This design comes from an exercise in tuning for small area, a short achievable clock period and few clock cycles on the open sky130 flow, not from production work. Function was checked by simulation only, so behaviour that the tests miss may differ from the original.

the previous run:
## SW
module SW #(parameter WIDTH_SCORE = 8, parameter WIDTH_POS_REF = 7, parameter WIDTH_POS_QUERY = 6)
       (
           input           clk,
           input           reset,
           input           valid,
           input [1:0]     data_ref,
           input [1:0]     data_query,
           output          finish,
           output [WIDTH_SCORE - 1:0]   max,
           output [WIDTH_POS_REF - 1:0]   pos_ref,
           output [WIDTH_POS_QUERY - 1:0]   pos_query
       );
localparam NQ = 48;
localparam K  = 3;                  
localparam P  = NQ / K;             
localparam D0 = 49 - P;             
localparam DL = D0 + P - 1;         
localparam FIN = DL + 65;           
function integer hw;                
    input integer v;
    integer b;
    begin
        b = 0;
        while ((1 << b) <= v) b = b + 1;
        hw = b;
    end
endfunction
reg [6:0] cnt;                      
reg       run;
reg       fin;
wire      go = valid | run;
always @(posedge clk or posedge reset)
begin
    if (reset) begin
        cnt <= 7'd0;
        run <= 1'b0;
        fin <= 1'b0;
    end
    else begin
        run <= go;
        if (go && cnt != FIN)
            cnt <= cnt + 7'd1;
        fin <= (cnt == FIN - 1);
    end
end
assign finish = fin;
reg [2*D0-1:0] rline;               
always @(posedge clk)
begin
    rline <= {rline[2*D0-3:0], data_ref};
end
reg  [7*NQ-1:0] Hr;                 
reg  [NQ-1:0]   eIr;
reg  [2*NQ-1:0] Qr;
wire [3*NQ-1:0] DWw;                
reg  [7*P-1:0]  Hdiag;              
reg  [3*P-1:0]  DWr;                
reg  [2*P-1:0]  Rr;                 
wire [2*P-1:0]  Rin;                
reg  [7*P-1:0]  Mr;                 
reg  [6*P-1:0]  Jr;                 
reg  [6:0] best;
reg  [6:0] best_r;
reg  [5:0] best_q;
reg  [6:0] o_max;
reg  [6:0] o_r;
reg  [5:0] o_q;
genvar p, c;
generate
for (p = 0; p < P; p = p + 1) begin : pe
    wire clr = (cnt == D0 + p - 1);
    wire ld  = (cnt >= p*K) && (cnt <= p*K + K - 1);
    if (p == 0) begin : r0
        assign Rin[1:0] = rline[2*D0-1:2*D0-2];
    end
    else begin : rn
        assign Rin[2*p+:2] = Rr[2*(p-1)+:2];
    end
    always @(posedge clk) begin
        Rr[2*p+:2] <= Rin[2*p+:2];
        DWr[3*p+:3] <= DWw[3*(p*K+K-1)+:3];
    end
    if (p > 0) begin : hd
  ...
Size in the first run: about 860 flip-flops, ~29 I/O pins, roughly 53000 um^2 of cells after synthesis.
clock: 33.0 ns
lec_check: 0
cap_margin: 20
core_margin: 2
core_utilization: 40
cts_cluster_diameter: 100
cts_cluster_size: 30
slew_margin: 20
standard.sh (not shown) runs the stock make flow with config.mk's settings and CLKGATE_MAP_FILE= SYNTH_SCRIPT=/design/flow/synth_recipe.tcl, a recipe that flattens the netlist after the stock synthesis.
==> flow/flow/run.sh <==
#!/bin/bash
set -euo pipefail
WORK=$(pwd)
rm -rf "$WORK/scripts_abc"
mkdir -p "$WORK/scripts_abc"
cp -r "$FLOW_HOME/scripts/." "$WORK/scripts_abc/"
cp "$WORK/flow/abc.script" "$WORK/scripts_abc/abc_speed.script"
bash "$WORK/standard.sh" SCRIPTS_DIR="$WORK/scripts_abc" ADDER_MAP_FILE= finish > "$WORK/flow_make.log" 2>&1
==> flow/flow/abc.script <==
strash
&get -n
&fraig -x
&put
scorr
dc2
strash
&get -n
&dch -f
&nf -R 100
&put
topo
stime -c
Testbench counts of the previous run, summed over its fixed seeds: cycles 22,072.
--- input diff the previous run..the current run ---
--- a/flow/flow/abc.script
+++ b/flow/flow/abc.script
@@ -8,5 +8,5 @@
 &get -n
 &dch -f
-&nf -R 100
+&nf
 &put
 topo
--- a/flow/config.mk
+++ b/flow/config.mk
@@ -9,5 +9,5 @@
 export CORE_MARGIN = 2
 export CORE_UTILIZATION = 40
-export CTS_CLUSTER_DIAMETER = 100
-export CTS_CLUSTER_SIZE = 30
+export CTS_CLUSTER_DIAMETER = 80
+export CTS_CLUSTER_SIZE = 24
 export SLEW_MARGIN = 20
Notes after the runs:
Compared with the previous run, the current run shows a post-synthesis sequential area ratio that is 1.6 points lower.
Final period demand of the worst path: higher on the previous run
Taking the previous run as the reference, in the current run height of the die increased by 8.6 um relative to the old numbers.
Going from the previous run to the current run, the unique cell type count in the Yosys netlist was found to have gone up by 5.

Another version of the RTL of SW (not shown whole).
Size: roughly 6500 cells after synthesis, roughly 29 I/O pins, ~0.052 mm^2 of cells after synthesis.
==> flow/config.mk <==
export PLATFORM = sky130hd
export DESIGN_NAME = SW
export DESIGN_NICKNAME = SW
export VERILOG_FILES = /design/flow/design.v
export SDC_FILE = /design/flow/constraint.sdc
export NUM_CORES = 4
export LEC_CHECK = 0
export CAP_MARGIN = 20
export CORE_MARGIN = 2
export CORE_UTILIZATION = 70
export CTS_CLUSTER_DIAMETER = 80
export CTS_CLUSTER_SIZE = 24
export SLEW_MARGIN = 20
==> flow/constraint.sdc <==
create_clock -name core_clock -period 33.0 [get_ports {clk}]
set_input_delay 6.6000 -clock core_clock [delete_from_list [all_inputs] [get_ports {clk}]]
set_output_delay 6.6000 -clock core_clock [all_outputs]
set_load 0.01 [all_outputs]
==> flow/flow/abc.script <==
strash
&get -n
&fraig -x
&put
scorr
dc2
strash
&get -n
&dch -f
&nf -R 40
&put
topo
stime -c
Scripts as last shown in full above: flow/flow/run.sh
The first run completed without violations.
Testbench counts at the start, summed over its fixed seeds: cycles 22,072.
Edit:
==> flow/flow/abc.script (replaced) <==
strash
&get -n
&fraig -x
&put
scorr
dc2
strash
&get -n
&dch -f
&nf -R 20
&put
topo
stime -c
Settings changed: CORE_UTILIZATION 70 to 40, CTS_BUF_LIST from default to sky130_fd_sc_hd__clkbuf_8, CTS_CLUSTER_DIAMETER 80 to 60, CTS_CLUSTER_SIZE 24 to 16.
Area after synthesis rises by 0.89%.
Hold slack got worse by 0.0074 ns.
Non-clock buffer count goes up by 16.
Maximum frequency went down by 2.2%.
Wire length is higher by 2.3%.
Sequential share of layout area came out lower by 1.2 points.
Edit:
Settings changed: CORE_UTILIZATION 40 to 55, CTS_BUF_LIST sky130_fd_sc_hd__clkbuf_8 to default, CTS_CLUSTER_DIAMETER 60 to 80, CTS_CLUSTER_SIZE 16 to 24.
Synthesized area does not change.
Sequential share of layout area rises by 0.53 points.
Register-to-register slack loses 0.05 ns.
Edit:
Settings changed: CORE_UTILIZATION 55 to 40.
Effect: Utilization fell by 16 points. Design area came out higher slightly. Synthesized area is unchanged. Global-route usage goes down by 6.6 points. Cell count goes up by a few percent. Via count stays flat. Count of clock-buffer cells in the layout climbs by 5. Setup slack loses 0.073 ns. Routed wire length barely changes.
Edit:
Settings changed: CORE_UTILIZATION 40 to 70.
What happened: Wire length fell by about 3.3%. Via count rose by about 2%. Die area fell by about 40%. Area after synthesis stays the same. Global-route usage rose by 12 points. Clock-buffer cell count fell by 2. Cell area fell by 3.0%. First-iteration DRC count rose by 9.1%.

## oak
Starting RTL as in the previous note.
export LEC_CHECK = 0
export CAP_MARGIN = 20
export CORE_MARGIN = 2
export CORE_UTILIZATION = 80
export CTS_CLUSTER_DIAMETER = 80
export CTS_CLUSTER_SIZE = 24
export SLEW_MARGIN = 20
create_clock -name core_clock -period 33.0 [get_ports {clk}]
==> flow/flow/abc.script <==
strash
&get -n
&fraig -x
&put
scorr
dc2
strash
&get -n
&dch -f
&nf -R 20
&put
topo
stime -c
Scripts as last shown in full above: flow/flow/run.sh
Per the final summary, oak finished and its layout is clean on timing, DRC and antenna.
Testbench counts of oak, summed over its fixed seeds: cycles 22,072.
Changes in pine relative to oak:
- changing CTS_CLUSTER_SIZE from 24 to 30
- changing CORE_UTILIZATION from 80 to 70
## What came out
pine completed end to end with timing, DRC and antenna clean. Taking oak as the reference, in pine detailed-routed wire length on met3 down 2700 um, non-clock buffer count +about 4%, wire length of the first global-routing pass saw a decrease, sequential share of layout area has decreased. pine vs oak, launching element of the worst setup path: fin vs Ar[49]. Taking oak as the reference point, the fraction of area in multi-input gates of pine falls by 0.54 points. Measured against oak, the detailed-route wire length of pine comes out at 0.933 times the reference value. Relative to oak, number of standard cells in the final layout excluding fillers increased by about 1.5% in pine.

-- what the ideal ports hide --
The flow's constraints put no driver on any port. The routed layouts listed below were extracted and timed again, unchanged, in two steps.
Step 1: set_driving_cell puts a clkbuf_16 on clk and a buf_2 on each other input, an assumption about the parent block.
Step 2, shift: input delay + t, output delay - t, t = (earliest + latest rising clock arrival at the registers) / 2. This alone moves slack from input paths to output paths.
Three values: no drivers, after step 1, after step 2; two values: the first two.
| run | t, ns | setup slack, ns | hold WS [ns] | worst setup path after step 2 | worst register clock-pin slew, ns |
|---|---|---|---|---|---|
| the previous run | 0.728 | 24.739 / 24.739 / 24.657 | 0.309 / 0.309 / 0.309 | input to register | 0.12 / 0.12 |
| the current run | 0.744 | 24.831 / 24.754 / 24.771 | 0.317 / 0.317 / 0.317 | input to register | 0.10 / 0.10 |
| the first run of note 2 | 0.682 | 24.923 / 24.853 / 24.715 | 0.331 / 0.331 / 0.331 | input to register | 0.10 / 0.10 |
| the second run of note 2 | 0.869 | 24.739 / 24.670 / 24.923 | 0.323 / 0.323 / 0.323 | input to register | 0.10 / 0.10 |
| the third run of note 2 | 0.728 | 24.901 / 24.831 / 24.818 | 0.323 / 0.323 / 0.323 | input to register | 0.10 / 0.10 |
| the fourth run of note 2 | 0.754 | 24.828 / 24.757 / 24.948 | 0.328 / 0.328 / 0.328 | input to register | 0.10 / 0.10 |
| the fifth run of note 2 | 0.687 | 24.899 / 24.830 / 24.866 | 0.320 / 0.320 / 0.320 | input to register | 0.10 / 0.10 |
| oak | 0.700 | 24.857 / 24.835 / 24.783 | 0.326 / 0.326 / 0.326 | input to register | 0.10 / 0.10 |
| pine | 0.692 | 24.901 / 24.834 / 24.851 | 0.315 / 0.315 / 0.315 | input to register | 0.11 / 0.11 |
After both steps setup and hold are still met in every run listed. The setup slack of the first run of note 2, which loses most, moves by -0.070 ns with the drivers and by -0.208 ns with both steps.
